Context: an optimization exercise on an open-source flow, tuned for small area and a short achievable clock period. The choices shown serve that exercise and are no tape-out recipe. Function was not checked in any run shown here: the RTL went through the layout flow alone. Power and IR drop assume default switching activity.

==> design.v <==
`timescale 1ns / 1ps
module g_inv    (input a, output y);                  assign y = ~a;                             endmodule
module g_buf    (input a, output y);                  assign y = a;                              endmodule
module g_nand2  (input a, b, output y);               assign y = ~(a & b);                       endmodule
module g_nor2   (input a, b, output y);               assign y = ~(a | b);                       endmodule
module g_and2   (input a, b, output y);               assign y = a & b;                          endmodule
module g_or2    (input a, b, output y);               assign y = a | b;                          endmodule
module g_nand2b (input an, b, output y);              assign y = ~(~an & b);                     endmodule
module g_a21oi  (input a1, a2, b1, output y);         assign y = ~((a1 & a2) | b1);              endmodule
module g_o21ai  (input a1, a2, b1, output y);         assign y = ~((a1 | a2) & b1);              endmodule
module g_a21o   (input a1, a2, b1, output y);         assign y = (a1 & a2) | b1;                 endmodule
module g_o21a   (input a1, a2, b1, output y);         assign y = (a1 | a2) & b1;                 endmodule
module g_o22ai  (input a1, a2, b1, b2, output y);     assign y = ~((a1 | a2) & (b1 | b2));       endmodule
module g_xor2   (input a, b, output y);               assign y = a ^ b;                          endmodule
module g_xnor2  (input a, b, output y);               assign y = ~(a ^ b);                       endmodule
module g_mux2i  (input a0, a1, s, output y);          assign y = ~(s ? a1 : a0);                 endmodule
module g_nand3  (input a, b, c, output y);            assign y = ~(a & b & c);                   endmodule
module g_a31oi  (input a1, a2, a3, b1, output y);     assign y = ~((a1 & a2 & a3) | b1);         endmodule
module g_a32oi  (input a1, a2, a3, b1, b2, output y); assign y = ~((a1 & a2 & a3) | (b1 & b2));   endmodule
`timescale 1ns / 1ps
module Nbit_ALU(r1, r2, r3, ALUop);
parameter n = 32;
input  [n-1:0] r2, r3;
input  [2:0]   ALUop;
output [n-1:0] r1;
wire x01;
g_xor2 u_x01 (.a(ALUop[0]), .b(ALUop[1]), .y(x01));
wire op1n;
g_inv u_op1n (.a(ALUop[1]), .y(op1n));
wire t0n_d;
g_mux2i u_t0n_d (.a0(ALUop[0]), .a1(ALUop[1]), .s(ALUop[2]), .y(t0n_d));
wire t0n_0;
g_buf u_t0n_0 (.a(t0n_d), .y(t0n_0));
wire t0n_1;
g_buf u_t0n_1 (.a(t0n_d), .y(t0n_1));
wire t1n_d;
g_mux2i u_t1n_d (.a0(x01), .a1(op1n), .s(ALUop[2]), .y(t1n_d));
wire t1n_0;
g_buf u_t1n_0 (.a(t1n_d), .y(t1n_0));
wire t1n_1;
g_buf u_t1n_1 (.a(t1n_d), .y(t1n_1));
wire esn_d;
g_o21a u_esn_d (.a1(ALUop[1]), .a2(ALUop[0]), .b1(ALUop[2]), .y(esn_d));
wire esn_0;
g_buf u_esn_0 (.a(esn_d), .y(esn_0));
wire esn_1;
g_buf u_esn_1 (.a(esn_d), .y(esn_1));
wire ecn_d;
g_nand2b u_ecn_d (.an(ALUop[1]), .b(ALUop[2]), .y(ecn_d));
wire ecn_0;
g_buf u_ecn_0 (.a(ecn_d), .y(ecn_0));
wire ecn_1;
g_buf u_ecn_1 (.a(ecn_d), .y(ecn_1));
wire enn_d;
g_nand2b u_enn_d (.an(ALUop[2]), .b(ALUop[1]), .y(enn_d));
wire enn_0;
g_buf u_enn_0 (.a(enn_d), .y(enn_0));
wire enn_1;
g_buf u_enn_1 (.a(enn_d), .y(enn_1));
wire en_d;
g_inv u_en_d (.a(enn_0), .y(en_d));
wire en_0;
g_buf u_en_0 (.a(en_d), .y(en_0));
wire en_1;
g_buf u_en_1 (.a(en_d), .y(en_1));
wire op01n;
g_nand2 u_op01n (.a(ALUop[0]), .b(ALUop[1]), .y(op01n));
wire sub;
g_nor2 u_sub (.a(ALUop[2]), .b(op01n), .y(sub));
wire op12n;
g_nand2 u_op12n (.a(ALUop[1]), .b(ALUop[2]), .y(op12n));
wire slt;
g_nor2 u_slt (.a(ALUop[0]), .b(op12n), .y(slt));
wire bb0;
g_mux2i u_bb0 (.a0(t0n_0), .a1(t1n_0), .s(r3[0]), .y(bb0));
wire gn0;
g_nand2 u_gn0 (.a(r2[0]), .b(bb0), .y(gn0));
wire tn0;
g_nor2 u_tn0 (.a(r2[0]), .b(bb0), .y(tn0));
wire pn0;
g_nand2b u_pn0 (.an(tn0), .b(gn0), .y(pn0));
wire y0;
g_o22ai u_y0 (.a1(gn0), .a2(ecn_0), .b1(pn0), .b2(esn_0), .y(y0));
wire bb1;
g_mux2i u_bb1 (.a0(t0n_0), .a1(t1n_0), .s(r3[1]), .y(bb1));
wire gn1;
g_nand2 u_gn1 (.a(r2[1]), .b(bb1), .y(gn1));
wire tn1;
g_nor2 u_tn1 (.a(r2[1]), .b(bb1), .y(tn1));
wire pn1;
g_nand2b u_pn1 (.an(tn1), .b(gn1), .y(pn1));
wire y1;
g_o22ai u_y1 (.a1(gn1), .a2(ecn_0), .b1(pn1), .b2(esn_0), .y(y1));
wire bb2;
g_mux2i u_bb2 (.a0(t0n_0), .a1(t1n_0), .s(r3[2]), .y(bb2));
wire gn2;
g_nand2 u_gn2 (.a(r2[2]), .b(bb2), .y(gn2));
wire tn2;
g_nor2 u_tn2 (.a(r2[2]), .b(bb2), .y(tn2));
wire pn2;
g_nand2b u_pn2 (.an(tn2), .b(gn2), .y(pn2));
wire y2;
g_o22ai u_y2 (.a1(gn2), .a2(ecn_0), .b1(pn2), .b2(esn_0), .y(y2));
wire bb3;
g_mux2i u_bb3 (.a0(t0n_0), .a1(t1n_0), .s(r3[3]), .y(bb3));
wire gn3;
g_nand2 u_gn3 (.a(r2[3]), .b(bb3), .y(gn3));
wire tn3;
g_nor2 u_tn3 (.a(r2[3]), .b(bb3), .y(tn3));
wire pn3;
g_nand2b u_pn3 (.an(tn3), .b(gn3), .y(pn3));
wire y3;
g_o22ai u_y3 (.a1(gn3), .a2(ecn_0), .b1(pn3), .b2(esn_0), .y(y3));
wire bb4;
g_mux2i u_bb4 (.a0(t0n_0), .a1(t1n_0), .s(r3[4]), .y(bb4));
wire gn4;
g_nand2 u_gn4 (.a(r2[4]), .b(bb4), .y(gn4));
wire tn4;
g_nor2 u_tn4 (.a(r2[4]), .b(bb4), .y(tn4));
wire pn4;
g_nand2b u_pn4 (.an(tn4), .b(gn4), .y(pn4));
wire y4;
g_o22ai u_y4 (.a1(gn4), .a2(ecn_0), .b1(pn4), .b2(esn_0), .y(y4));
wire bb5;
g_mux2i u_bb5 (.a0(t0n_0), .a1(t1n_0), .s(r3[5]), .y(bb5));
wire gn5;
g_nand2 u_gn5 (.a(r2[5]), .b(bb5), .y(gn5));
wire tn5;
g_nor2 u_tn5 (.a(r2[5]), .b(bb5), .y(tn5));
wire pn5;
g_nand2b u_pn5 (.an(tn5), .b(gn5), .y(pn5));
wire y5;
g_o22ai u_y5 (.a1(gn5), .a2(ecn_0), .b1(pn5), .b2(esn_0), .y(y5));
wire bb6;
g_mux2i u_bb6 (.a0(t0n_0), .a1(t1n_0), .s(r3[6]), .y(bb6));
wire gn6;
g_nand2 u_gn6 (.a(r2[6]), .b(bb6), .y(gn6));
wire tn6;
g_nor2 u_tn6 (.a(r2[6]), .b(bb6), .y(tn6));
wire pn6;
g_nand2b u_pn6 (.an(tn6), .b(gn6), .y(pn6));
wire y6;
g_o22ai u_y6 (.a1(gn6), .a2(ecn_0), .b1(pn6), .b2(esn_0), .y(y6));
wire bb7;
g_mux2i u_bb7 (.a0(t0n_0), .a1(t1n_0), .s(r3[7]), .y(bb7));
wire gn7;
g_nand2 u_gn7 (.a(r2[7]), .b(bb7), .y(gn7));
wire tn7;
g_nor2 u_tn7 (.a(r2[7]), .b(bb7), .y(tn7));
wire pn7;
g_nand2b u_pn7 (.an(tn7), .b(gn7), .y(pn7));
wire y7;
g_o22ai u_y7 (.a1(gn7), .a2(ecn_0), .b1(pn7), .b2(esn_0), .y(y7));
wire bb8;
g_mux2i u_bb8 (.a0(t0n_0), .a1(t1n_0), .s(r3[8]), .y(bb8));
wire gn8;
g_nand2 u_gn8 (.a(r2[8]), .b(bb8), .y(gn8));
wire tn8;
g_nor2 u_tn8 (.a(r2[8]), .b(bb8), .y(tn8));
wire pn8;
g_nand2b u_pn8 (.an(tn8), .b(gn8), .y(pn8));
wire y8;
g_o22ai u_y8 (.a1(gn8), .a2(ecn_0), .b1(pn8), .b2(esn_0), .y(y8));
wire bb9;
g_mux2i u_bb9 (.a0(t0n_0), .a1(t1n_0), .s(r3[9]), .y(bb9));
wire gn9;
g_nand2 u_gn9 (.a(r2[9]), .b(bb9), .y(gn9));
wire tn9;
g_nor2 u_tn9 (.a(r2[9]), .b(bb9), .y(tn9));
wire pn9;
g_nand2b u_pn9 (.an(tn9), .b(gn9), .y(pn9));
wire y9;
g_o22ai u_y9 (.a1(gn9), .a2(ecn_0), .b1(pn9), .b2(esn_0), .y(y9));
wire bb10;
g_mux2i u_bb10 (.a0(t0n_0), .a1(t1n_0), .s(r3[10]), .y(bb10));
wire gn10;
g_nand2 u_gn10 (.a(r2[10]), .b(bb10), .y(gn10));
wire tn10;
g_nor2 u_tn10 (.a(r2[10]), .b(bb10), .y(tn10));
wire pn10;
g_nand2b u_pn10 (.an(tn10), .b(gn10), .y(pn10));
wire y10;
g_o22ai u_y10 (.a1(gn10), .a2(ecn_0), .b1(pn10), .b2(esn_0), .y(y10));
wire bb11;
g_mux2i u_bb11 (.a0(t0n_0), .a1(t1n_0), .s(r3[11]), .y(bb11));
wire gn11;
g_nand2 u_gn11 (.a(r2[11]), .b(bb11), .y(gn11));
wire tn11;
g_nor2 u_tn11 (.a(r2[11]), .b(bb11), .y(tn11));
wire pn11;
g_nand2b u_pn11 (.an(tn11), .b(gn11), .y(pn11));
wire y11;
g_o22ai u_y11 (.a1(gn11), .a2(ecn_0), .b1(pn11), .b2(esn_0), .y(y11));
wire bb12;
g_mux2i u_bb12 (.a0(t0n_0), .a1(t1n_0), .s(r3[12]), .y(bb12));
wire gn12;
g_nand2 u_gn12 (.a(r2[12]), .b(bb12), .y(gn12));
wire tn12;
g_nor2 u_tn12 (.a(r2[12]), .b(bb12), .y(tn12));
wire pn12;
g_nand2b u_pn12 (.an(tn12), .b(gn12), .y(pn12));
wire y12;
g_o22ai u_y12 (.a1(gn12), .a2(ecn_0), .b1(pn12), .b2(esn_0), .y(y12));
wire bb13;
g_mux2i u_bb13 (.a0(t0n_0), .a1(t1n_0), .s(r3[13]), .y(bb13));
wire gn13;
g_nand2 u_gn13 (.a(r2[13]), .b(bb13), .y(gn13));
wire tn13;
g_nor2 u_tn13 (.a(r2[13]), .b(bb13), .y(tn13));
wire pn13;
g_nand2b u_pn13 (.an(tn13), .b(gn13), .y(pn13));
wire y13;
g_o22ai u_y13 (.a1(gn13), .a2(ecn_0), .b1(pn13), .b2(esn_0), .y(y13));
wire bb14;
g_mux2i u_bb14 (.a0(t0n_0), .a1(t1n_0), .s(r3[14]), .y(bb14));
wire gn14;
g_nand2 u_gn14 (.a(r2[14]), .b(bb14), .y(gn14));
wire tn14;
g_nor2 u_tn14 (.a(r2[14]), .b(bb14), .y(tn14));
wire pn14;
g_nand2b u_pn14 (.an(tn14), .b(gn14), .y(pn14));
wire y14;
g_o22ai u_y14 (.a1(gn14), .a2(ecn_0), .b1(pn14), .b2(esn_0), .y(y14));
wire bb15;
g_mux2i u_bb15 (.a0(t0n_0), .a1(t1n_0), .s(r3[15]), .y(bb15));
wire gn15;
g_nand2 u_gn15 (.a(r2[15]), .b(bb15), .y(gn15));
wire tn15;
g_nor2 u_tn15 (.a(r2[15]), .b(bb15), .y(tn15));
wire pn15;
g_nand2b u_pn15 (.an(tn15), .b(gn15), .y(pn15));
wire y15;
g_o22ai u_y15 (.a1(gn15), .a2(ecn_0), .b1(pn15), .b2(esn_0), .y(y15));
wire bb16;
g_mux2i u_bb16 (.a0(t0n_1), .a1(t1n_1), .s(r3[16]), .y(bb16));
wire gn16;
g_nand2 u_gn16 (.a(r2[16]), .b(bb16), .y(gn16));
wire tn16;
g_nor2 u_tn16 (.a(r2[16]), .b(bb16), .y(tn16));
wire pn16;
g_nand2b u_pn16 (.an(tn16), .b(gn16), .y(pn16));
wire y16;
g_o22ai u_y16 (.a1(gn16), .a2(ecn_1), .b1(pn16), .b2(esn_1), .y(y16));
wire bb17;
g_mux2i u_bb17 (.a0(t0n_1), .a1(t1n_1), .s(r3[17]), .y(bb17));
wire gn17;
g_nand2 u_gn17 (.a(r2[17]), .b(bb17), .y(gn17));
wire tn17;
g_nor2 u_tn17 (.a(r2[17]), .b(bb17), .y(tn17));
wire pn17;
g_nand2b u_pn17 (.an(tn17), .b(gn17), .y(pn17));
wire y17;
g_o22ai u_y17 (.a1(gn17), .a2(ecn_1), .b1(pn17), .b2(esn_1), .y(y17));
wire bb18;
g_mux2i u_bb18 (.a0(t0n_1), .a1(t1n_1), .s(r3[18]), .y(bb18));
wire gn18;
g_nand2 u_gn18 (.a(r2[18]), .b(bb18), .y(gn18));
wire tn18;
g_nor2 u_tn18 (.a(r2[18]), .b(bb18), .y(tn18));
wire pn18;
g_nand2b u_pn18 (.an(tn18), .b(gn18), .y(pn18));
wire y18;
g_o22ai u_y18 (.a1(gn18), .a2(ecn_1), .b1(pn18), .b2(esn_1), .y(y18));
wire bb19;
g_mux2i u_bb19 (.a0(t0n_1), .a1(t1n_1), .s(r3[19]), .y(bb19));
wire gn19;
g_nand2 u_gn19 (.a(r2[19]), .b(bb19), .y(gn19));
wire tn19;
g_nor2 u_tn19 (.a(r2[19]), .b(bb19), .y(tn19));
wire pn19;
g_nand2b u_pn19 (.an(tn19), .b(gn19), .y(pn19));
wire y19;
g_o22ai u_y19 (.a1(gn19), .a2(ecn_1), .b1(pn19), .b2(esn_1), .y(y19));
wire bb20;
g_mux2i u_bb20 (.a0(t0n_1), .a1(t1n_1), .s(r3[20]), .y(bb20));
wire gn20;
g_nand2 u_gn20 (.a(r2[20]), .b(bb20), .y(gn20));
wire tn20;
g_nor2 u_tn20 (.a(r2[20]), .b(bb20), .y(tn20));
wire pn20;
g_nand2b u_pn20 (.an(tn20), .b(gn20), .y(pn20));
wire y20;
g_o22ai u_y20 (.a1(gn20), .a2(ecn_1), .b1(pn20), .b2(esn_1), .y(y20));
wire bb21;
g_mux2i u_bb21 (.a0(t0n_1), .a1(t1n_1), .s(r3[21]), .y(bb21));
wire gn21;
g_nand2 u_gn21 (.a(r2[21]), .b(bb21), .y(gn21));
wire tn21;
g_nor2 u_tn21 (.a(r2[21]), .b(bb21), .y(tn21));
wire pn21;
g_nand2b u_pn21 (.an(tn21), .b(gn21), .y(pn21));
wire y21;
g_o22ai u_y21 (.a1(gn21), .a2(ecn_1), .b1(pn21), .b2(esn_1), .y(y21));
wire bb22;
g_mux2i u_bb22 (.a0(t0n_1), .a1(t1n_1), .s(r3[22]), .y(bb22));
wire gn22;
g_nand2 u_gn22 (.a(r2[22]), .b(bb22), .y(gn22));
wire tn22;
g_nor2 u_tn22 (.a(r2[22]), .b(bb22), .y(tn22));
wire pn22;
g_nand2b u_pn22 (.an(tn22), .b(gn22), .y(pn22));
wire y22;
g_o22ai u_y22 (.a1(gn22), .a2(ecn_1), .b1(pn22), .b2(esn_1), .y(y22));
wire bb23;
g_mux2i u_bb23 (.a0(t0n_1), .a1(t1n_1), .s(r3[23]), .y(bb23));
wire gn23;
g_nand2 u_gn23 (.a(r2[23]), .b(bb23), .y(gn23));
wire tn23;
g_nor2 u_tn23 (.a(r2[23]), .b(bb23), .y(tn23));
wire pn23;
g_nand2b u_pn23 (.an(tn23), .b(gn23), .y(pn23));
wire y23;
g_o22ai u_y23 (.a1(gn23), .a2(ecn_1), .b1(pn23), .b2(esn_1), .y(y23));
wire bb24;
g_mux2i u_bb24 (.a0(t0n_1), .a1(t1n_1), .s(r3[24]), .y(bb24));
wire gn24;
g_nand2 u_gn24 (.a(r2[24]), .b(bb24), .y(gn24));
wire tn24;
g_nor2 u_tn24 (.a(r2[24]), .b(bb24), .y(tn24));
wire pn24;
g_nand2b u_pn24 (.an(tn24), .b(gn24), .y(pn24));
wire y24;
g_o22ai u_y24 (.a1(gn24), .a2(ecn_1), .b1(pn24), .b2(esn_1), .y(y24));
wire bb25;
g_mux2i u_bb25 (.a0(t0n_1), .a1(t1n_1), .s(r3[25]), .y(bb25));
wire gn25;
g_nand2 u_gn25 (.a(r2[25]), .b(bb25), .y(gn25));
wire tn25;
g_nor2 u_tn25 (.a(r2[25]), .b(bb25), .y(tn25));
wire pn25;
g_nand2b u_pn25 (.an(tn25), .b(gn25), .y(pn25));
wire y25;
g_o22ai u_y25 (.a1(gn25), .a2(ecn_1), .b1(pn25), .b2(esn_1), .y(y25));
wire bb26;
g_mux2i u_bb26 (.a0(t0n_1), .a1(t1n_1), .s(r3[26]), .y(bb26));
wire gn26;
g_nand2 u_gn26 (.a(r2[26]), .b(bb26), .y(gn26));
wire tn26;
g_nor2 u_tn26 (.a(r2[26]), .b(bb26), .y(tn26));
wire pn26;
g_nand2b u_pn26 (.an(tn26), .b(gn26), .y(pn26));
wire y26;
g_o22ai u_y26 (.a1(gn26), .a2(ecn_1), .b1(pn26), .b2(esn_1), .y(y26));
wire bb27;
g_mux2i u_bb27 (.a0(t0n_1), .a1(t1n_1), .s(r3[27]), .y(bb27));
wire gn27;
g_nand2 u_gn27 (.a(r2[27]), .b(bb27), .y(gn27));
wire tn27;
g_nor2 u_tn27 (.a(r2[27]), .b(bb27), .y(tn27));
wire pn27;
g_nand2b u_pn27 (.an(tn27), .b(gn27), .y(pn27));
wire y27;
g_o22ai u_y27 (.a1(gn27), .a2(ecn_1), .b1(pn27), .b2(esn_1), .y(y27));
wire bb28;
g_mux2i u_bb28 (.a0(t0n_1), .a1(t1n_1), .s(r3[28]), .y(bb28));
wire gn28;
g_nand2 u_gn28 (.a(r2[28]), .b(bb28), .y(gn28));
wire tn28;
g_nor2 u_tn28 (.a(r2[28]), .b(bb28), .y(tn28));
wire pn28;
g_nand2b u_pn28 (.an(tn28), .b(gn28), .y(pn28));
wire y28;
g_o22ai u_y28 (.a1(gn28), .a2(ecn_1), .b1(pn28), .b2(esn_1), .y(y28));
wire bb29;
g_mux2i u_bb29 (.a0(t0n_1), .a1(t1n_1), .s(r3[29]), .y(bb29));
wire gn29;
g_nand2 u_gn29 (.a(r2[29]), .b(bb29), .y(gn29));
wire tn29;
g_nor2 u_tn29 (.a(r2[29]), .b(bb29), .y(tn29));
wire pn29;
g_nand2b u_pn29 (.an(tn29), .b(gn29), .y(pn29));
wire y29;
g_o22ai u_y29 (.a1(gn29), .a2(ecn_1), .b1(pn29), .b2(esn_1), .y(y29));
wire bb30;
g_mux2i u_bb30 (.a0(t0n_1), .a1(t1n_1), .s(r3[30]), .y(bb30));
wire gn30;
g_nand2 u_gn30 (.a(r2[30]), .b(bb30), .y(gn30));
wire tn30;
g_nor2 u_tn30 (.a(r2[30]), .b(bb30), .y(tn30));
wire pn30;
g_nand2b u_pn30 (.an(tn30), .b(gn30), .y(pn30));
wire y30;
g_o22ai u_y30 (.a1(gn30), .a2(ecn_1), .b1(pn30), .b2(esn_1), .y(y30));
wire bb31;
g_mux2i u_bb31 (.a0(t0n_1), .a1(t1n_1), .s(r3[31]), .y(bb31));
wire gn31;
g_nand2 u_gn31 (.a(r2[31]), .b(bb31), .y(gn31));
wire tn31;
g_nor2 u_tn31 (.a(r2[31]), .b(bb31), .y(tn31));
wire pn31;
g_nand2b u_pn31 (.an(tn31), .b(gn31), .y(pn31));
wire y31;
g_o22ai u_y31 (.a1(gn31), .a2(ecn_1), .b1(pn31), .b2(esn_1), .y(y31));
wire G0n;
g_o21a u_G0n (.a1(tn0), .a2(t0n_0), .b1(gn0), .y(G0n));
wire G1_1;
g_o21ai u_G1_1 (.a1(tn1), .a2(G0n), .b1(gn1), .y(G1_1));
wire G1_3;
g_o21ai u_G1_3 (.a1(tn3), .a2(gn2), .b1(gn3), .y(G1_3));
wire T1_3;
g_nor2 u_T1_3 (.a(tn3), .b(tn2), .y(T1_3));
wire G1_5;
g_o21ai u_G1_5 (.a1(tn5), .a2(gn4), .b1(gn5), .y(G1_5));
wire T1_5;
g_nor2 u_T1_5 (.a(tn5), .b(tn4), .y(T1_5));
wire G1_7;
g_o21ai u_G1_7 (.a1(tn7), .a2(gn6), .b1(gn7), .y(G1_7));
wire T1_7;
g_nor2 u_T1_7 (.a(tn7), .b(tn6), .y(T1_7));
wire G1_9;
g_o21ai u_G1_9 (.a1(tn9), .a2(gn8), .b1(gn9), .y(G1_9));
wire T1_9;
g_nor2 u_T1_9 (.a(tn9), .b(tn8), .y(T1_9));
wire G1_11;
g_o21ai u_G1_11 (.a1(tn11), .a2(gn10), .b1(gn11), .y(G1_11));
wire T1_11;
g_nor2 u_T1_11 (.a(tn11), .b(tn10), .y(T1_11));
wire G1_13;
g_o21ai u_G1_13 (.a1(tn13), .a2(gn12), .b1(gn13), .y(G1_13));
wire T1_13;
g_nor2 u_T1_13 (.a(tn13), .b(tn12), .y(T1_13));
wire G1_15;
g_o21ai u_G1_15 (.a1(tn15), .a2(gn14), .b1(gn15), .y(G1_15));
wire T1_15;
g_nor2 u_T1_15 (.a(tn15), .b(tn14), .y(T1_15));
wire G1_17;
g_o21ai u_G1_17 (.a1(tn17), .a2(gn16), .b1(gn17), .y(G1_17));
wire T1_17;
g_nor2 u_T1_17 (.a(tn17), .b(tn16), .y(T1_17));
wire G1_19;
g_o21ai u_G1_19 (.a1(tn19), .a2(gn18), .b1(gn19), .y(G1_19));
wire T1_19;
g_nor2 u_T1_19 (.a(tn19), .b(tn18), .y(T1_19));
wire G1_21;
g_o21ai u_G1_21 (.a1(tn21), .a2(gn20), .b1(gn21), .y(G1_21));
wire T1_21;
g_nor2 u_T1_21 (.a(tn21), .b(tn20), .y(T1_21));
wire G1_23;
g_o21ai u_G1_23 (.a1(tn23), .a2(gn22), .b1(gn23), .y(G1_23));
wire T1_23;
g_nor2 u_T1_23 (.a(tn23), .b(tn22), .y(T1_23));
wire G1_25;
g_o21ai u_G1_25 (.a1(tn25), .a2(gn24), .b1(gn25), .y(G1_25));
wire T1_25;
g_nor2 u_T1_25 (.a(tn25), .b(tn24), .y(T1_25));
wire G1_27;
g_o21ai u_G1_27 (.a1(tn27), .a2(gn26), .b1(gn27), .y(G1_27));
wire T1_27;
g_nor2 u_T1_27 (.a(tn27), .b(tn26), .y(T1_27));
wire G1_29;
g_o21ai u_G1_29 (.a1(tn29), .a2(gn28), .b1(gn29), .y(G1_29));
wire T1_29;
g_nor2 u_T1_29 (.a(tn29), .b(tn28), .y(T1_29));
wire G2_3;
g_a21oi u_G2_3 (.a1(T1_3), .a2(G1_1), .b1(G1_3), .y(G2_3));
wire G2_5;
g_a21oi u_G2_5 (.a1(T1_5), .a2(G1_3), .b1(G1_5), .y(G2_5));
wire T2_5;
g_nand2 u_T2_5 (.a(T1_5), .b(T1_3), .y(T2_5));
wire G2_7;
g_a21oi u_G2_7 (.a1(T1_7), .a2(G1_5), .b1(G1_7), .y(G2_7));
wire T2_7;
g_nand2 u_T2_7 (.a(T1_7), .b(T1_5), .y(T2_7));
wire G2_9;
g_a21oi u_G2_9 (.a1(T1_9), .a2(G1_7), .b1(G1_9), .y(G2_9));
wire T2_9;
g_nand2 u_T2_9 (.a(T1_9), .b(T1_7), .y(T2_9));
wire G2_11;
g_a21oi u_G2_11 (.a1(T1_11), .a2(G1_9), .b1(G1_11), .y(G2_11));
wire T2_11;
g_nand2 u_T2_11 (.a(T1_11), .b(T1_9), .y(T2_11));
wire G2_13;
g_a21oi u_G2_13 (.a1(T1_13), .a2(G1_11), .b1(G1_13), .y(G2_13));
wire T2_13;
g_nand2 u_T2_13 (.a(T1_13), .b(T1_11), .y(T2_13));
wire G2_15;
g_a21oi u_G2_15 (.a1(T1_15), .a2(G1_13), .b1(G1_15), .y(G2_15));
wire T2_15;
g_nand2 u_T2_15 (.a(T1_15), .b(T1_13), .y(T2_15));
wire G2_17;
g_a21oi u_G2_17 (.a1(T1_17), .a2(G1_15), .b1(G1_17), .y(G2_17));
wire T2_17;
g_nand2 u_T2_17 (.a(T1_17), .b(T1_15), .y(T2_17));
wire G2_19;
g_a21oi u_G2_19 (.a1(T1_19), .a2(G1_17), .b1(G1_19), .y(G2_19));
wire T2_19;
g_nand2 u_T2_19 (.a(T1_19), .b(T1_17), .y(T2_19));
wire G2_21;
g_a21oi u_G2_21 (.a1(T1_21), .a2(G1_19), .b1(G1_21), .y(G2_21));
wire T2_21;
g_nand2 u_T2_21 (.a(T1_21), .b(T1_19), .y(T2_21));
wire G2_23;
g_a21oi u_G2_23 (.a1(T1_23), .a2(G1_21), .b1(G1_23), .y(G2_23));
wire T2_23;
g_nand2 u_T2_23 (.a(T1_23), .b(T1_21), .y(T2_23));
wire G2_25;
g_a21oi u_G2_25 (.a1(T1_25), .a2(G1_23), .b1(G1_25), .y(G2_25));
wire T2_25;
g_nand2 u_T2_25 (.a(T1_25), .b(T1_23), .y(T2_25));
wire G2_27;
g_a21oi u_G2_27 (.a1(T1_27), .a2(G1_25), .b1(G1_27), .y(G2_27));
wire T2_27;
g_nand2 u_T2_27 (.a(T1_27), .b(T1_25), .y(T2_27));
wire G2_29;
g_a21oi u_G2_29 (.a1(T1_29), .a2(G1_27), .b1(G1_29), .y(G2_29));
wire T2_29;
g_nand2 u_T2_29 (.a(T1_29), .b(T1_27), .y(T2_29));
wire n_G1_1;
g_inv u_n_G1_1 (.a(G1_1), .y(n_G1_1));
wire G3_5;
g_o21ai u_G3_5 (.a1(T2_5), .a2(n_G1_1), .b1(G2_5), .y(G3_5));
wire G3_7;
g_o21ai u_G3_7 (.a1(T2_7), .a2(G2_3), .b1(G2_7), .y(G3_7));
wire G3_9;
g_o21ai u_G3_9 (.a1(T2_9), .a2(G2_5), .b1(G2_9), .y(G3_9));
wire T3_9;
g_nor2 u_T3_9 (.a(T2_9), .b(T2_5), .y(T3_9));
wire G3_11;
g_o21ai u_G3_11 (.a1(T2_11), .a2(G2_7), .b1(G2_11), .y(G3_11));
wire T3_11;
g_nor2 u_T3_11 (.a(T2_11), .b(T2_7), .y(T3_11));
wire G3_13;
g_o21ai u_G3_13 (.a1(T2_13), .a2(G2_9), .b1(G2_13), .y(G3_13));
wire T3_13;
g_nor2 u_T3_13 (.a(T2_13), .b(T2_9), .y(T3_13));
wire G3_15;
g_o21ai u_G3_15 (.a1(T2_15), .a2(G2_11), .b1(G2_15), .y(G3_15));
wire T3_15;
g_nor2 u_T3_15 (.a(T2_15), .b(T2_11), .y(T3_15));
wire G3_17;
g_o21ai u_G3_17 (.a1(T2_17), .a2(G2_13), .b1(G2_17), .y(G3_17));
wire T3_17;
g_nor2 u_T3_17 (.a(T2_17), .b(T2_13), .y(T3_17));
wire G3_19;
g_o21ai u_G3_19 (.a1(T2_19), .a2(G2_15), .b1(G2_19), .y(G3_19));
wire T3_19;
g_nor2 u_T3_19 (.a(T2_19), .b(T2_15), .y(T3_19));
wire G3_21;
g_o21ai u_G3_21 (.a1(T2_21), .a2(G2_17), .b1(G2_21), .y(G3_21));
wire T3_21;
g_nor2 u_T3_21 (.a(T2_21), .b(T2_17), .y(T3_21));
wire G3_23;
g_o21ai u_G3_23 (.a1(T2_23), .a2(G2_19), .b1(G2_23), .y(G3_23));
wire T3_23;
g_nor2 u_T3_23 (.a(T2_23), .b(T2_19), .y(T3_23));
wire G3_25;
g_o21ai u_G3_25 (.a1(T2_25), .a2(G2_21), .b1(G2_25), .y(G3_25));
wire T3_25;
g_nor2 u_T3_25 (.a(T2_25), .b(T2_21), .y(T3_25));
wire G3_27;
g_o21ai u_G3_27 (.a1(T2_27), .a2(G2_23), .b1(G2_27), .y(G3_27));
wire T3_27;
g_nor2 u_T3_27 (.a(T2_27), .b(T2_23), .y(T3_27));
wire G3_29;
g_o21ai u_G3_29 (.a1(T2_29), .a2(G2_25), .b1(G2_29), .y(G3_29));
wire T3_29;
g_nor2 u_T3_29 (.a(T2_29), .b(T2_25), .y(T3_29));
wire G4_9;
g_a21oi u_G4_9 (.a1(T3_9), .a2(G1_1), .b1(G3_9), .y(G4_9));
wire n_G2_3;
g_inv u_n_G2_3 (.a(G2_3), .y(n_G2_3));
wire G4_11;
g_a21oi u_G4_11 (.a1(T3_11), .a2(n_G2_3), .b1(G3_11), .y(G4_11));
wire G4_13;
g_a21oi u_G4_13 (.a1(T3_13), .a2(G3_5), .b1(G3_13), .y(G4_13));
wire G4_15;
g_a21oi u_G4_15 (.a1(T3_15), .a2(G3_7), .b1(G3_15), .y(G4_15));
wire G4_17;
g_a21oi u_G4_17 (.a1(T3_17), .a2(G3_9), .b1(G3_17), .y(G4_17));
wire T4_17;
g_nand2 u_T4_17 (.a(T3_17), .b(T3_9), .y(T4_17));
wire G4_19;
g_a21oi u_G4_19 (.a1(T3_19), .a2(G3_11), .b1(G3_19), .y(G4_19));
wire T4_19;
g_nand2 u_T4_19 (.a(T3_19), .b(T3_11), .y(T4_19));
wire G4_21;
g_a21oi u_G4_21 (.a1(T3_21), .a2(G3_13), .b1(G3_21), .y(G4_21));
wire T4_21;
g_nand2 u_T4_21 (.a(T3_21), .b(T3_13), .y(T4_21));
wire G4_23;
g_a21oi u_G4_23 (.a1(T3_23), .a2(G3_15), .b1(G3_23), .y(G4_23));
wire T4_23;
g_nand2 u_T4_23 (.a(T3_23), .b(T3_15), .y(T4_23));
wire G4_25;
g_a21oi u_G4_25 (.a1(T3_25), .a2(G3_17), .b1(G3_25), .y(G4_25));
wire T4_25;
g_nand2 u_T4_25 (.a(T3_25), .b(T3_17), .y(T4_25));
wire G4_27;
g_a21oi u_G4_27 (.a1(T3_27), .a2(G3_19), .b1(G3_27), .y(G4_27));
wire T4_27;
g_nand2 u_T4_27 (.a(T3_27), .b(T3_19), .y(T4_27));
wire G4_29;
g_a21oi u_G4_29 (.a1(T3_29), .a2(G3_21), .b1(G3_29), .y(G4_29));
wire T4_29;
g_nand2 u_T4_29 (.a(T3_29), .b(T3_21), .y(T4_29));
wire G5_17;
g_o21ai u_G5_17 (.a1(T4_17), .a2(n_G1_1), .b1(G4_17), .y(G5_17));
wire G5_19;
g_o21ai u_G5_19 (.a1(T4_19), .a2(G2_3), .b1(G4_19), .y(G5_19));
wire n_G3_5;
g_inv u_n_G3_5 (.a(G3_5), .y(n_G3_5));
wire G5_21;
g_o21ai u_G5_21 (.a1(T4_21), .a2(n_G3_5), .b1(G4_21), .y(G5_21));
wire n_G3_7;
g_inv u_n_G3_7 (.a(G3_7), .y(n_G3_7));
wire G5_23;
g_o21ai u_G5_23 (.a1(T4_23), .a2(n_G3_7), .b1(G4_23), .y(G5_23));
wire G5_25;
g_o21ai u_G5_25 (.a1(T4_25), .a2(G4_9), .b1(G4_25), .y(G5_25));
wire G5_27;
g_o21ai u_G5_27 (.a1(T4_27), .a2(G4_11), .b1(G4_27), .y(G5_27));
wire G5_29;
g_o21ai u_G5_29 (.a1(T4_29), .a2(G4_13), .b1(G4_29), .y(G5_29));
wire n_gn2;
g_inv u_n_gn2 (.a(gn2), .y(n_gn2));
wire n_tn2;
g_inv u_n_tn2 (.a(tn2), .y(n_tn2));
wire kn3;
g_a32oi u_kn3 (.a1(n_tn2), .a2(G1_1), .a3(en_0), .b1(n_gn2), .b2(en_0), .y(kn3));
wire G6_4;
g_o21ai u_G6_4 (.a1(tn4), .a2(G2_3), .b1(gn4), .y(G6_4));
wire n_gn6;
g_inv u_n_gn6 (.a(gn6), .y(n_gn6));
wire n_tn6;
g_inv u_n_tn6 (.a(tn6), .y(n_tn6));
wire kn7;
g_a32oi u_kn7 (.a1(n_tn6), .a2(G3_5), .a3(en_0), .b1(n_gn6), .b2(en_0), .y(kn7));
wire n_gn8;
g_inv u_n_gn8 (.a(gn8), .y(n_gn8));
wire n_tn8;
g_inv u_n_tn8 (.a(tn8), .y(n_tn8));
wire kn9;
g_a32oi u_kn9 (.a1(n_tn8), .a2(G3_7), .a3(en_0), .b1(n_gn8), .b2(en_0), .y(kn9));
wire G6_10;
g_o21ai u_G6_10 (.a1(tn10), .a2(G4_9), .b1(gn10), .y(G6_10));
wire G6_12;
g_o21ai u_G6_12 (.a1(tn12), .a2(G4_11), .b1(gn12), .y(G6_12));
wire G6_14;
g_o21ai u_G6_14 (.a1(tn14), .a2(G4_13), .b1(gn14), .y(G6_14));
wire G6_16;
g_o21ai u_G6_16 (.a1(tn16), .a2(G4_15), .b1(gn16), .y(G6_16));
wire n_gn18;
g_inv u_n_gn18 (.a(gn18), .y(n_gn18));
wire n_tn18;
g_inv u_n_tn18 (.a(tn18), .y(n_tn18));
wire kn19;
g_a32oi u_kn19 (.a1(n_tn18), .a2(G5_17), .a3(en_1), .b1(n_gn18), .b2(en_1), .y(kn19));
wire n_gn20;
g_inv u_n_gn20 (.a(gn20), .y(n_gn20));
wire n_tn20;
g_inv u_n_tn20 (.a(tn20), .y(n_tn20));
wire kn21;
g_a32oi u_kn21 (.a1(n_tn20), .a2(G5_19), .a3(en_1), .b1(n_gn20), .b2(en_1), .y(kn21));
wire n_gn22;
g_inv u_n_gn22 (.a(gn22), .y(n_gn22));
wire n_tn22;
g_inv u_n_tn22 (.a(tn22), .y(n_tn22));
wire kn23;
g_a32oi u_kn23 (.a1(n_tn22), .a2(G5_21), .a3(en_1), .b1(n_gn22), .b2(en_1), .y(kn23));
wire n_gn24;
g_inv u_n_gn24 (.a(gn24), .y(n_gn24));
wire n_tn24;
g_inv u_n_tn24 (.a(tn24), .y(n_tn24));
wire kn25;
g_a32oi u_kn25 (.a1(n_tn24), .a2(G5_23), .a3(en_1), .b1(n_gn24), .b2(en_1), .y(kn25));
wire n_gn26;
g_inv u_n_gn26 (.a(gn26), .y(n_gn26));
wire n_tn26;
g_inv u_n_tn26 (.a(tn26), .y(n_tn26));
wire kn27;
g_a32oi u_kn27 (.a1(n_tn26), .a2(G5_25), .a3(en_1), .b1(n_gn26), .b2(en_1), .y(kn27));
wire n_gn28;
g_inv u_n_gn28 (.a(gn28), .y(n_gn28));
wire n_tn28;
g_inv u_n_tn28 (.a(tn28), .y(n_tn28));
wire kn29;
g_a32oi u_kn29 (.a1(n_tn28), .a2(G5_27), .a3(en_1), .b1(n_gn28), .b2(en_1), .y(kn29));
wire n_gn30;
g_inv u_n_gn30 (.a(gn30), .y(n_gn30));
wire n_tn30;
g_inv u_n_tn30 (.a(tn30), .y(n_tn30));
wire G6_30;
g_a21oi u_G6_30 (.a1(n_tn30), .a2(G5_29), .b1(n_gn30), .y(G6_30));
wire k1;
g_nor2 u_k1 (.a(G0n), .b(enn_0), .y(k1));
g_xor2 u_r1 (.a(y1), .b(k1), .y(r1[1]));
wire kn2;
g_nand2 u_kn2 (.a(G1_1), .b(en_0), .y(kn2));
g_xnor2 u_r2 (.a(y2), .b(kn2), .y(r1[2]));
g_xnor2 u_r3 (.a(y3), .b(kn3), .y(r1[3]));
wire k4;
g_nor2 u_k4 (.a(G2_3), .b(enn_0), .y(k4));
g_xor2 u_r4 (.a(y4), .b(k4), .y(r1[4]));
wire kn5;
g_nand2 u_kn5 (.a(G6_4), .b(en_0), .y(kn5));
g_xnor2 u_r5 (.a(y5), .b(kn5), .y(r1[5]));
wire kn6;
g_nand2 u_kn6 (.a(G3_5), .b(en_0), .y(kn6));
g_xnor2 u_r6 (.a(y6), .b(kn6), .y(r1[6]));
g_xnor2 u_r7 (.a(y7), .b(kn7), .y(r1[7]));
wire kn8;
g_nand2 u_kn8 (.a(G3_7), .b(en_0), .y(kn8));
g_xnor2 u_r8 (.a(y8), .b(kn8), .y(r1[8]));
g_xnor2 u_r9 (.a(y9), .b(kn9), .y(r1[9]));
wire k10;
g_nor2 u_k10 (.a(G4_9), .b(enn_0), .y(k10));
g_xor2 u_r10 (.a(y10), .b(k10), .y(r1[10]));
wire kn11;
g_nand2 u_kn11 (.a(G6_10), .b(en_0), .y(kn11));
g_xnor2 u_r11 (.a(y11), .b(kn11), .y(r1[11]));
wire k12;
g_nor2 u_k12 (.a(G4_11), .b(enn_0), .y(k12));
g_xor2 u_r12 (.a(y12), .b(k12), .y(r1[12]));
wire kn13;
g_nand2 u_kn13 (.a(G6_12), .b(en_0), .y(kn13));
g_xnor2 u_r13 (.a(y13), .b(kn13), .y(r1[13]));
wire k14;
g_nor2 u_k14 (.a(G4_13), .b(enn_0), .y(k14));
g_xor2 u_r14 (.a(y14), .b(k14), .y(r1[14]));
wire kn15;
g_nand2 u_kn15 (.a(G6_14), .b(en_0), .y(kn15));
g_xnor2 u_r15 (.a(y15), .b(kn15), .y(r1[15]));
wire k16;
g_nor2 u_k16 (.a(G4_15), .b(enn_1), .y(k16));
g_xor2 u_r16 (.a(y16), .b(k16), .y(r1[16]));
wire kn17;
g_nand2 u_kn17 (.a(G6_16), .b(en_1), .y(kn17));
g_xnor2 u_r17 (.a(y17), .b(kn17), .y(r1[17]));
wire kn18;
g_nand2 u_kn18 (.a(G5_17), .b(en_1), .y(kn18));
g_xnor2 u_r18 (.a(y18), .b(kn18), .y(r1[18]));
g_xnor2 u_r19 (.a(y19), .b(kn19), .y(r1[19]));
wire kn20;
g_nand2 u_kn20 (.a(G5_19), .b(en_1), .y(kn20));
g_xnor2 u_r20 (.a(y20), .b(kn20), .y(r1[20]));
g_xnor2 u_r21 (.a(y21), .b(kn21), .y(r1[21]));
wire kn22;
g_nand2 u_kn22 (.a(G5_21), .b(en_1), .y(kn22));
g_xnor2 u_r22 (.a(y22), .b(kn22), .y(r1[22]));
g_xnor2 u_r23 (.a(y23), .b(kn23), .y(r1[23]));
wire kn24;
g_nand2 u_kn24 (.a(G5_23), .b(en_1), .y(kn24));
g_xnor2 u_r24 (.a(y24), .b(kn24), .y(r1[24]));
g_xnor2 u_r25 (.a(y25), .b(kn25), .y(r1[25]));
wire kn26;
g_nand2 u_kn26 (.a(G5_25), .b(en_1), .y(kn26));
g_xnor2 u_r26 (.a(y26), .b(kn26), .y(r1[26]));
g_xnor2 u_r27 (.a(y27), .b(kn27), .y(r1[27]));
wire kn28;
g_nand2 u_kn28 (.a(G5_27), .b(en_1), .y(kn28));
g_xnor2 u_r28 (.a(y28), .b(kn28), .y(r1[28]));
g_xnor2 u_r29 (.a(y29), .b(kn29), .y(r1[29]));
wire kn30;
g_nand2 u_kn30 (.a(G5_29), .b(en_1), .y(kn30));
g_xnor2 u_r30 (.a(y30), .b(kn30), .y(r1[30]));
wire k31;
g_nor2 u_k31 (.a(G6_30), .b(enn_1), .y(k31));
g_xor2 u_r31 (.a(y31), .b(k31), .y(r1[31]));
wire x31n;
g_xnor2 u_x31n (.a(pn31), .b(G6_30), .y(x31n));
wire z0n;
g_xnor2 u_z0n (.a(y0), .b(sub), .y(z0n));
g_mux2i u_r0 (.a0(z0n), .a1(x31n), .s(slt), .y(r1[0]));
endmodule
`timescale 1ns / 1ps
module dff(q, d, clk);
input		d, clk;       
output reg	q;            
always @(posedge clk)
q<=d;
endmodule
`timescale 1ns / 1ps
module Nbit_Register(outo, ino, clk);
parameter n = 32;
input [n-1:0] ino;
output [n-1:0] outo;
input clk;
genvar i;
generate
for (i = 0; i < n; i = i + 1) begin: registerblk
dff Dflipflop(.q(outo[i]) , .d(ino[i]), .clk(clk) );
end
endgenerate
endmodule
`timescale 1ns / 1ps
module Nbit_ALU_Register (r2, r3, ALUop, r0, clk);
parameter n = 32;
input[n-1:0] r2, r3;
input[2:0] ALUop;
input clk;
output [n-1:0] r0;
wire[n-1:0] r1;
Nbit_ALU #(n) alu1 (.r1(r1), .r2(r2), .r3(r3), .ALUop(ALUop) );
Nbit_Register #(n) reg1 (.outo(r0), .ino(r1), .clk(clk) );
endmodule
==> flow/run.sh <==
#!/bin/bash
# Standard ORFS layout; the only change is the cell used to buffer the ports
# (a plain buf_1 instead of the delay buffer buffer_ports picks by default).
set -euo pipefail
export BUFFER_PORTS_ARGS="-buffer_cell sky130_fd_sc_hd__buf_1"
bash standard.sh > standard.log 2>&1
==> standard.sh <==
#!/bin/bash
# synth_recipe.tcl (not shown) runs the flow's synth.tcl, then flattens the netlist and writes it again
# the make line also repeats each setting of config.mk as NAME=value (left out here)
make -C /OpenROAD-flow-scripts/flow DESIGN_CONFIG=/design/flow/config.mk WORK_HOME=/design/flow/orfs CLKGATE_MAP_FILE= SYNTH_SCRIPT=/design/flow/synth_recipe.tcl "${@:-finish}"
==> config.mk <==
export PLATFORM = sky130hd
export DESIGN_NAME = Nbit_ALU_Register
export DESIGN_NICKNAME = Nbit_ALU_Register
export VERILOG_FILES = /design/flow/design.v
export SDC_FILE = /design/flow/constraint.sdc
export NUM_CORES = 4
export LEC_CHECK = 0
export CAP_MARGIN = 20
export CORE_MARGIN = 2
export CORE_UTILIZATION = 40
export GPL_TIMING_DRIVEN = 0
export SLEW_MARGIN = 20
export SYNTH_HIERARCHICAL = 1
export SYNTH_MINIMUM_KEEP_SIZE = 0
==> constraint.sdc <==
create_clock -name core_clock -period 15.5 [get_ports {clk}]
set_input_delay 3.1000 -clock core_clock [delete_from_list [all_inputs] [get_ports {clk}]]
set_output_delay 3.1000 -clock core_clock [all_outputs]
set_load 0.01 [all_outputs]
==> results.yml, run 1 <==
sta:
  slew_violations: 0
  period_minus_slack_ps: 5860
  rsz0062_at_grt: "no"
  fmax_ghz: 0.171
  fin_crit_sh_pct: 37.8
  finalSetupViolCount: 0
  tns_ps: 0
  slew_headroom_pct: 68.9
  timing.final.hold_violations: 0
  worst_pin_slew_ps: 464
synth:
  syn-num-nets: 485
  yosysWarnings: 7
  synth.avg_cell_area_sq_um: 7.00
  synth_most_common_cell: "nand2_1"
  synth_xor_xnor_area_share_pct: 10.2
  synthAdderAreaFrac_pct: 0
  syn_inst: 417
  synth_seq_area_share_pct: 22.0
  synth_top_area_share_pct: 22.0
  synthesis.area_sq_mm: 0.00292
  synth_mux_area_share_pct: 12.0
  ys_async_sr_fraction_pct: 0
  yosysTopAreaCell: "dfxtp_1"
  synth_compound_area_share_pct: 24.7
  synth_top_family_by_area: "compound AO/OA/AOI/OAI gates"
  synth_ff_type: "dfxtp_1"
  ys_types: 14
  synth_seq_cells: 32
  ys_top_cells_by_count: "nand2_1, nor2_1, o21ai_1"
  synth-edff-count: 0
  ys_top_cells_by_area: "dfxtp_1, mux2i_1, nand2_1"
  yosys.area_share.simple_pct: 24.7
power_and_ir_drop:
  leakagePower_uw: 0.00148
  finalPower_uw: 328
  ir_drop_v: 0.0000345
  p_per_area_mw_per_mm2: 93.7
die:
  core-area_sq_mm: 0.00718
  die_area_sq_mm: 0.00799
  die_y_microns: 89.4
  pin_count: 100
  initial_core_util_pct: 40.7
  num_rows: 31
  die_w_microns: 89.4
hold_path:
  min-delay-path-class: "in2reg"
  hp-start: "ALUop[0]"
global_route:
  overflow: 0
  grt_max_degree: 21
  grt_usage_pct: 19.8
  grt_pass1_wl_microns: 12500
  antenna_found_initial: 0
  grt_pass1_vias: 2774
cells_and_area:
  area_delta_synth_final_pct: 20.2
  regMostFlops: "reg1.registerblk.Dflipflop.q"
  antenna_cells: 0
  largest_reg_flops: 32
  layout.cells.non_filler: 623
  top_regs: "reg1.registerblk.Dflipflop.q: 32 flops"
  nets: 591
  drive_gt1_share_pct: 8.78
outcome:
  status: "no timing/DRC/antenna violations"
place:
  place.gp.congestion: 0.835
  dp.final_hpwl_microns: 6030
  io_buffers: 99
  dp.cells: 615
cts:
  clock-sinks: 32
  ctsHtreeMaxLevel: 2
  clk_pin_slew_ps: 70
  cts.path.max_buffers: 2
  cts_buffers: 5
  post_cts_resized: 0
  post_cts.repair.setup_buffers: 0
  cts_tree: "built"
  ctsHoldBuffers: 0
  clock-root-buffer: "clkbuf_8"
drt:
  vias: 3091
  drc_errors: 0
  wl_per_cell_microns: 12.4
  first_pass_iters: 4
  final_antenna_net_count: 0
  drt_iter0_markers: 139
  routed_wl_microns: 7750
  vias_per_cell: 4.96
run:
  maxCapViolations: 0
critical_path:
  start_kind: "input pin"
  critPathKind: "in2reg"
  end_kind: "register"
  critPathArrivalTime_ps: 6030
  crit_path_start: "ALUop[1]"
  critical_path_required_ps: 15670
  critPathMaxFanout: 16
## cell families after synthesis
family                 after synthesis
AO/OA/AOI/OAI                      109
XOR/XNOR                            34
flip-flops                          32
AND/OR/NAND/NOR                    169
multiplexers                        35
buffers and inverters               38
## per-module statistics from Yosys, one instance, submodules excluded, a selection
module,area [sq um],times used,flops+latches,cells inside
dff,20.0,32,1,1
g_a32oi,8.76,9,0,1
g_mux2i,10.0,35,0,1
g_nand2,3.75,69,0,1
g_nand2b,6.26,34,0,1
g_o21a,7.51,2,0,1
g_o21ai,5.00,40,0,1
g_o22ai,6.26,32,0,1
## through the flow
stage | setup slack (ps) | util (%) | cell area (sq um) | hold slack [ps]
after global routing | 9320 | 48.9 | 3510 | 3270
after global placement | 9370 | 47.6 | 3410 | 3490
after floorplan | 10250 | - | 2920 | 3280
after CTS | 9630 | 48.9 | 3510 | 3210
final | 9640 | 48.9 | 3510 | 3220
after detailed placement | 9340 | 47.6 | 3410 | 3480
## worst max-delay path, cell delays in order
cell,delay [ps]
buf_1,260
xor2_1,170
mux2i_1,100
buf_4,220
mux2i_1,180
nor2_1,80
o21a_1,180
o21ai_1,400
inv_1,110
o21ai_1,380
a21oi_2,150
o21ai_1,280
a21oi_2,100
xnor2_1,220
mux2i_1,100
## area by class of cell
class	count	area, sq um
clock buffer	6	82.6
multi-input combinational	347	2090
tap	99	124
inverter	26	97.6
fill	776	3670
buffer	12	90.1
sequential	32	641
clock inverter	2	10.0
timing repair buffer	99	372
## path summary, 6_finish.rpt
path	end	slack, ps	cells after the start
worst max-delay path	reg1.registerblk[0].Dflipflop.q$_DFF_P_	9640	15
worst min-delay path	reg1.registerblk[0].Dflipflop.q$_DFF_P_	3220	3
## routing by layer
metal / routed length (microns) / global-route usage, % / part of all wire [%] / up-vias
li1: - / - / - / 1632
met2: 3650 / 34.9 / 47 / 106
met5: 0 / 0 / 0 / -
met3: 407 / 3.14 / 5.3 / 6
met1: 3630 / 25.5 / 47 / 1347
met4: 61 / 4.07 / 0.79 / 0
## power by group
part,switching [uW],total [uW],internal (uW),leakage [uW]
clock network,32.7,68.1,35.4,0.0000510
registers,4.57,106,101,0.000270
logic,95.6,155,59.1,0.00116
## layout by cell type (no fill, tap or decap)
cell and n:
xor2_1 8, o21ai_1 40, dfxtp_1 32, nor2_1 66
clkbuf_8 6, mux2i_1 35, buf_4 12, clkinv_2 2
o22ai_1 32, buf_1 99, inv_1 26, nand2b_1 34
xnor2_1 26, a32oi_1 9, nand2_1 69, a21oi_2 26
o21a_1 2
==> run 2: changes to the inputs <==
--- a/design.v
+++ b/design.v
@@ -615,22 +615,22 @@
 g_inv u_n_gn2 (.a(gn2), .y(n_gn2));
 wire n_tn2;
 g_inv u_n_tn2 (.a(tn2), .y(n_tn2));
-wire kn3;
-g_a32oi u_kn3 (.a1(n_tn2), .a2(G1_1), .a3(en_0), .b1(n_gn2), .b2(en_0), .y(kn3));
+wire G6_2;
+g_a21oi u_G6_2 (.a1(n_tn2), .a2(G1_1), .b1(n_gn2), .y(G6_2));
 wire G6_4;
 g_o21ai u_G6_4 (.a1(tn4), .a2(G2_3), .b1(gn4), .y(G6_4));
 wire n_gn6;
 g_inv u_n_gn6 (.a(gn6), .y(n_gn6));
 wire n_tn6;
 g_inv u_n_tn6 (.a(tn6), .y(n_tn6));
-wire kn7;
-g_a32oi u_kn7 (.a1(n_tn6), .a2(G3_5), .a3(en_0), .b1(n_gn6), .b2(en_0), .y(kn7));
+wire G6_6;
+g_a21oi u_G6_6 (.a1(n_tn6), .a2(G3_5), .b1(n_gn6), .y(G6_6));
 wire n_gn8;
 g_inv u_n_gn8 (.a(gn8), .y(n_gn8));
 wire n_tn8;
 g_inv u_n_tn8 (.a(tn8), .y(n_tn8));
-wire kn9;
-g_a32oi u_kn9 (.a1(n_tn8), .a2(G3_7), .a3(en_0), .b1(n_gn8), .b2(en_0), .y(kn9));
+wire G6_8;
+g_a21oi u_G6_8 (.a1(n_tn8), .a2(G3_7), .b1(n_gn8), .y(G6_8));
 wire G6_10;
 g_o21ai u_G6_10 (.a1(tn10), .a2(G4_9), .b1(gn10), .y(G6_10));
 wire G6_12;
@@ -643,38 +643,38 @@
 g_inv u_n_gn18 (.a(gn18), .y(n_gn18));
 wire n_tn18;
 g_inv u_n_tn18 (.a(tn18), .y(n_tn18));
-wire kn19;
-g_a32oi u_kn19 (.a1(n_tn18), .a2(G5_17), .a3(en_1), .b1(n_gn18), .b2(en_1), .y(kn19));
+wire G6_18;
+g_a21oi u_G6_18 (.a1(n_tn18), .a2(G5_17), .b1(n_gn18), .y(G6_18));
 wire n_gn20;
 g_inv u_n_gn20 (.a(gn20), .y(n_gn20));
 wire n_tn20;
 g_inv u_n_tn20 (.a(tn20), .y(n_tn20));
-wire kn21;
-g_a32oi u_kn21 (.a1(n_tn20), .a2(G5_19), .a3(en_1), .b1(n_gn20), .b2(en_1), .y(kn21));
+wire G6_20;
+g_a21oi u_G6_20 (.a1(n_tn20), .a2(G5_19), .b1(n_gn20), .y(G6_20));
 wire n_gn22;
 g_inv u_n_gn22 (.a(gn22), .y(n_gn22));
 wire n_tn22;
 g_inv u_n_tn22 (.a(tn22), .y(n_tn22));
-wire kn23;
-g_a32oi u_kn23 (.a1(n_tn22), .a2(G5_21), .a3(en_1), .b1(n_gn22), .b2(en_1), .y(kn23));
+wire G6_22;
+g_a21oi u_G6_22 (.a1(n_tn22), .a2(G5_21), .b1(n_gn22), .y(G6_22));
 wire n_gn24;
 g_inv u_n_gn24 (.a(gn24), .y(n_gn24));
 wire n_tn24;
 g_inv u_n_tn24 (.a(tn24), .y(n_tn24));
-wire kn25;
-g_a32oi u_kn25 (.a1(n_tn24), .a2(G5_23), .a3(en_1), .b1(n_gn24), .b2(en_1), .y(kn25));
+wire G6_24;
+g_a21oi u_G6_24 (.a1(n_tn24), .a2(G5_23), .b1(n_gn24), .y(G6_24));
 wire n_gn26;
 g_inv u_n_gn26 (.a(gn26), .y(n_gn26));
 wire n_tn26;
 g_inv u_n_tn26 (.a(tn26), .y(n_tn26));
-wire kn27;
-g_a32oi u_kn27 (.a1(n_tn26), .a2(G5_25), .a3(en_1), .b1(n_gn26), .b2(en_1), .y(kn27));
+wire G6_26;
+g_a21oi u_G6_26 (.a1(n_tn26), .a2(G5_25), .b1(n_gn26), .y(G6_26));
 wire n_gn28;
 g_inv u_n_gn28 (.a(gn28), .y(n_gn28));
 wire n_tn28;
 g_inv u_n_tn28 (.a(tn28), .y(n_tn28));
-wire kn29;
-g_a32oi u_kn29 (.a1(n_tn28), .a2(G5_27), .a3(en_1), .b1(n_gn28), .b2(en_1), .y(kn29));
+wire G6_28;
+g_a21oi u_G6_28 (.a1(n_tn28), .a2(G5_27), .b1(n_gn28), .y(G6_28));
 wire n_gn30;
 g_inv u_n_gn30 (.a(gn30), .y(n_gn30));
 wire n_tn30;
@@ -687,7 +687,9 @@
 wire kn2;
 g_nand2 u_kn2 (.a(G1_1), .b(en_0), .y(kn2));
 g_xnor2 u_r2 (.a(y2), .b(kn2), .y(r1[2]));
-g_xnor2 u_r3 (.a(y3), .b(kn3), .y(r1[3]));
+wire k3;
+g_nor2 u_k3 (.a(G6_2), .b(enn_0), .y(k3));
+g_xor2 u_r3 (.a(y3), .b(k3), .y(r1[3]));
 wire k4;
 g_nor2 u_k4 (.a(G2_3), .b(enn_0), .y(k4));
 g_xor2 u_r4 (.a(y4), .b(k4), .y(r1[4]));
@@ -697,11 +699,15 @@
 wire kn6;
 g_nand2 u_kn6 (.a(G3_5), .b(en_0), .y(kn6));
 g_xnor2 u_r6 (.a(y6), .b(kn6), .y(r1[6]));
-g_xnor2 u_r7 (.a(y7), .b(kn7), .y(r1[7]));
+wire k7;
+g_nor2 u_k7 (.a(G6_6), .b(enn_0), .y(k7));
+g_xor2 u_r7 (.a(y7), .b(k7), .y(r1[7]));
 wire kn8;
 g_nand2 u_kn8 (.a(G3_7), .b(en_0), .y(kn8));
 g_xnor2 u_r8 (.a(y8), .b(kn8), .y(r1[8]));
-g_xnor2 u_r9 (.a(y9), .b(kn9), .y(r1[9]));
+wire k9;
+g_nor2 u_k9 (.a(G6_8), .b(enn_0), .y(k9));
+g_xor2 u_r9 (.a(y9), .b(k9), .y(r1[9]));
 wire k10;
 g_nor2 u_k10 (.a(G4_9), .b(enn_0), .y(k10));
 g_xor2 u_r10 (.a(y10), .b(k10), .y(r1[10]));
@@ -729,27 +735,39 @@
 wire kn18;
 g_nand2 u_kn18 (.a(G5_17), .b(en_1), .y(kn18));
 g_xnor2 u_r18 (.a(y18), .b(kn18), .y(r1[18]));
-g_xnor2 u_r19 (.a(y19), .b(kn19), .y(r1[19]));
+wire k19;
+g_nor2 u_k19 (.a(G6_18), .b(enn_1), .y(k19));
+g_xor2 u_r19 (.a(y19), .b(k19), .y(r1[19]));
 wire kn20;
 g_nand2 u_kn20 (.a(G5_19), .b(en_1), .y(kn20));
 g_xnor2 u_r20 (.a(y20), .b(kn20), .y(r1[20]));
-g_xnor2 u_r21 (.a(y21), .b(kn21), .y(r1[21]));
+wire k21;
+g_nor2 u_k21 (.a(G6_20), .b(enn_1), .y(k21));
+g_xor2 u_r21 (.a(y21), .b(k21), .y(r1[21]));
 wire kn22;
 g_nand2 u_kn22 (.a(G5_21), .b(en_1), .y(kn22));
 g_xnor2 u_r22 (.a(y22), .b(kn22), .y(r1[22]));
-g_xnor2 u_r23 (.a(y23), .b(kn23), .y(r1[23]));
+wire k23;
+g_nor2 u_k23 (.a(G6_22), .b(enn_1), .y(k23));
+g_xor2 u_r23 (.a(y23), .b(k23), .y(r1[23]));
 wire kn24;
 g_nand2 u_kn24 (.a(G5_23), .b(en_1), .y(kn24));
 g_xnor2 u_r24 (.a(y24), .b(kn24), .y(r1[24]));
-g_xnor2 u_r25 (.a(y25), .b(kn25), .y(r1[25]));
+wire k25;
+g_nor2 u_k25 (.a(G6_24), .b(enn_1), .y(k25));
+g_xor2 u_r25 (.a(y25), .b(k25), .y(r1[25]));
 wire kn26;
 g_nand2 u_kn26 (.a(G5_25), .b(en_1), .y(kn26));
 g_xnor2 u_r26 (.a(y26), .b(kn26), .y(r1[26]));
-g_xnor2 u_r27 (.a(y27), .b(kn27), .y(r1[27]));
+wire k27;
+g_nor2 u_k27 (.a(G6_26), .b(enn_1), .y(k27));
+g_xor2 u_r27 (.a(y27), .b(k27), .y(r1[27]));
 wire kn28;
 g_nand2 u_kn28 (.a(G5_27), .b(en_1), .y(kn28));
 g_xnor2 u_r28 (.a(y28), .b(kn28), .y(r1[28]));
-g_xnor2 u_r29 (.a(y29), .b(kn29), .y(r1[29]));
+wire k29;
+g_nor2 u_k29 (.a(G6_28), .b(enn_1), .y(k29));
+g_xor2 u_r29 (.a(y29), .b(k29), .y(r1[29]));
 wire kn30;
 g_nand2 u_kn30 (.a(G5_29), .b(en_1), .y(kn30));
 g_xnor2 u_r30 (.a(y30), .b(kn30), .y(r1[30]));
--- a/config.mk
+++ b/config.mk
@@ -8,7 +8,6 @@
 export CAP_MARGIN = 20
 export CORE_MARGIN = 2
 export CORE_UTILIZATION = 40
-export GPL_TIMING_DRIVEN = 0
 export SLEW_MARGIN = 20
 export SYNTH_HIERARCHICAL = 1
 export SYNTH_MINIMUM_KEEP_SIZE = 0
==> run 2 against run 1 <==
Compared with the run above: routed wire length is 2.9% higher; critical path depth is the same; synthesized cell count up 2.2%; global-route usage decreased by 0.053 points; first-iteration DRC count rose by 12%; power grew 0.50%; critical path type unchanged; still clean on timing, DRC and antenna; utilization is 0.51 points lower.
==> results.yml, run 2 <==
cells_and_area:
  antenna_cells: 0
  largest_reg_flops: 32
  area_delta_synth_final_pct: 18.2
  regMostFlops: "reg1.registerblk.Dflipflop.q"
  layout_common_cells: "buf_1, nor2_1, nand2_1, o21ai_1, a21oi_2"
  layout_commonest_cell: "buf_1"
  top_regs: "reg1.registerblk.Dflipflop.q: 32 flops"
  nets: 592
  drive_gt1_share_pct: 9.52
critical_path:
  cpMostUsedCell: "o21ai_1"
  cp_slowest_cell: "o21ai_1"
  critical_path_required_ps: 15680
  critPathMaxFanout: 32
  start_kind: "input pin"
  crit_path_start: "ALUop[1]"
  crit_chain: "buf_1 -> xor2_1 -> mux2i_2 -> buf_4 -> mux2i_1 -> nor2_1 -> o21a_1 -> o21ai_1 -> inv_1 -> o21ai_1 -> a21oi_2 -> o21ai_1 -> a21oi_2 -> xnor2_1 -> mux2i_1"
  critPathKind: "in2reg"
  cpPeakStageDelay_ps: 390
  crit_path_end: "reg1.registerblk[0].Dflipflop.q$_DFF_P_"
  end_kind: "register"
  critPathArrivalTime_ps: 6000
synth:
  synth_seq_area_share_pct: 21.7
  synth-edff-count: 0
  syn_inst: 426
  synth_top_area_share_pct: 21.7
  syn-num-nets: 494
  synth_most_common_cell: "nor2_1"
  ys_types: 13
  synthesis.area_sq_mm: 0.00295
  yosysTopAreaCell: "dfxtp_1"
  yosysWarnings: 7
  synth_seq_cells: 32
  synth_ff_type: "dfxtp_1"
  synth.avg_cell_area_sq_um: 6.93
  ys_async_sr_fraction_pct: 0
  ys_top_cells_by_area: "dfxtp_1, mux2i_1, a21oi_2"
  ys_top_cells_by_count: "nor2_1, nand2_1, o21ai_1"
drt:
  first_pass_iters: 6
  vias: 3080
  final_antenna_net_count: 0
  drc_errors: 0
  routed_wl_microns: 7970
  vias_per_cell: 4.94
  wl_per_cell_microns: 12.8
  drt_iter0_markers: 156
cts:
  clock-root-buffer: "clkbuf_8"
  cts.path.max_buffers: 2
  clk_pin_slew_ps: 70
  clock-sinks: 32
  post_cts_resized: 0
  cts_tree: "built"
  ctsHoldBuffers: 0
  ctsHtreeMaxLevel: 2
  post_cts.repair.setup_buffers: 0
  cts_buffers: 5
global_route:
  grt_pass1_wl_microns: 13400
  grt_usage_pct: 19.8
  grt_max_degree: 34
  overflow: 0
  busiest_layer: "met2"
  grt_util_met3_pct: 3.77
  grt.met1_usage_pct: 26.5
  grt_pass1_vias: 2952
  grt_use_met2_pct: 33.2
  antenna_found_initial: 0
die:
  die_y_microns: 89.9
  pin_count: 100
  core-area_sq_mm: 0.00721
  die_w_microns: 89.9
  num_rows: 31
  initial_core_util_pct: 40.9
  die_area_sq_mm: 0.00808
hold_path:
  min-delay-path-class: "in2reg"
  min_path_cells: 3
sta:
  fmax_ghz: 0.172
  slew_violations: 0
  fin_crit_sh_pct: 37.6
  period_minus_slack_ps: 5820
  timing.final.hold_violations: 0
  rsz0062_at_grt: "no"
  worst_pin_slew_ps: 711
  holdWs_ps: 3220
  finalSetupViolCount: 0
  tns_ps: 0
  slew_headroom_pct: 52.6
power_and_ir_drop:
  finalPower_uw: 330
  ir_drop_v: 0.0000342
  p_per_area_mw_per_mm2: 94.6
  leakagePower_uw: 0.00150
place:
  dp.final_hpwl_microns: 5940
  place.gp.congestion: 0.917
  io_buffers: 99
run:
  maxCapViolations: 0
outcome:
  status: "no timing/DRC/antenna violations"
run 2: logic make-up (layout without fill, tap and decap cells):
logic type,after synthesis,in the layout,share of synthesized area [%]
AOI/OAI and AO/OA,109,109,24.5
buffers and inverters,38,137,6.36
muxes,35,35,11.9
xor gates and xnor gates,34,34,10.1
DFF,32,32,21.7
and+or+nand+nor,178,178,25.5
run 2: Yosys stat by module, one instance, submodules excluded, excerpt:
| module | flip-flops and latches | copies in the design | cells | cell area [sq um] |
|---|---|---|---|---|
| g_xor2 | 0 | 17 | 1 | 8.76 |
| g_o21a | 0 | 2 | 1 | 7.51 |
| g_a21oi | 0 | 35 | 1 | 8.76 |
| g_o21ai | 0 | 40 | 1 | 5.00 |
| dff | 1 | 32 | 1 | 20.0 |
| g_o22ai | 0 | 32 | 1 | 6.26 |
| g_mux2i | 0 | 35 | 1 | 10.0 |
| g_xnor2 | 0 | 17 | 1 | 8.76 |
| g_nor2 | 0 | 75 | 1 | 3.75 |
| g_buf | 0 | 12 | 1 | 7.51 |
| g_nand2 | 0 | 69 | 1 | 3.75 |
| g_inv | 0 | 26 | 1 | 3.75 |
| g_nand2b | 0 | 34 | 1 | 6.26 |
run 2: area by class of cell:
type                       count  area [sq um]
sequential                    32           641
timing repair buffer         103           402
fill                         787          3730
clock buffer                   6          82.6
multi-input combinational    356          2130
inverter                      26          97.6
tap                           99           124
clock inverter                 2          10.0
run 2: power breakdown:
group	internal [uW]	switching, uW
Combinational	57.7	97.0
Clock	35.5	34.0
Sequential	101	5.37
run 2: worst max-delay path: cells and delay by family:
kind / cells / cell delay [ps]
muxes: 3 / 390
xor gates and xnor gates: 2 / 380
buffers and inverters: 3 / 630
and+or+nand+nor: 1 / 80
AOI/OAI and AO/OA: 6 / 1410
run 2: worst min path at each step:
stage	from	endpoint	slack [ps]
finish	ALUop[0]	reg1.registerblk[0].Dflipflop.q$_DFF_P_	3220
global route	r2[21]	reg1.registerblk[21].Dflipflop.q$_DFF_P_	3260
CTS	ALUop[0]	reg1.registerblk[0].Dflipflop.q$_DFF_P_	3210
detailed placement	reg1.registerblk[3].Dflipflop.q$_DFF_P_	r0[3]	3490
global placement	reg1.registerblk[29].Dflipflop.q$_DFF_P_	r0[29]	3490
floorplan	ALUop[0]	reg1.registerblk[0].Dflipflop.q$_DFF_P_	3280
run 2: layer usage:
metal  share of wire, %  vias up
li1                   -     1621
met5                  0        -
met3                6.2       10
met1                 48     1344
met4                1.1        0
met2                 45      105
run 2: through the flow:
step | utilization (%) | cells | worst slack [ps] | instance area (sq um)
2_1_floorplan | - | 426 | 10180 | 2950
3_3_place_gp | 47.1 | 616 | 9560 | 3390
3_5_place_dp | 47.1 | 616 | 9390 | 3400
4_1_cts | 48.4 | 624 | 9680 | 3490
5_1_grt | 48.4 | 624 | 9350 | 3490
6_report | 48.4 | 624 | 9680 | 3490

[re-timing with driven ports]
Ports are ideal in the flow. The routed layouts listed here were re-timed in OpenROAD.
Step 1 (the two cells are an assumption about what drives the block):
set clk [get_ports {clk}]
set_driving_cell -lib_cell sky130_fd_sc_hd__clkbuf_16 $clk
set_driving_cell -lib_cell sky130_fd_sc_hd__buf_2 [delete_from_list [all_inputs] $clk]
Step 2 times the ports against the registers' clock, not the clock port: input delays grow and output delays shrink by t, the midpoint of the rising clock arrivals with the driver on.
Three values: ideal ports, drivers, drivers and shift; two values: the first two.
| run | shift t [ns] | setup slack, ns | hold WS [ns] | worst setup path after step 2 | clock arrival spread, ns |
|---|---|---|---|---|---|
| run 1 | 0.311 | 9.642 / 9.647 / 9.336 | 3.224 / 3.216 / 3.503 | input to register | 0.009 / 0.008 |
| run 2 | 0.314 | 9.678 / 9.687 / 9.373 | 3.220 / 3.211 / 3.509 | input to register | 0.005 / 0.005 |
After both steps setup and hold are still met in every run listed. The setup slack of run 1, which loses most, moves by +0.005 ns with the drivers and by -0.306 ns with both steps.
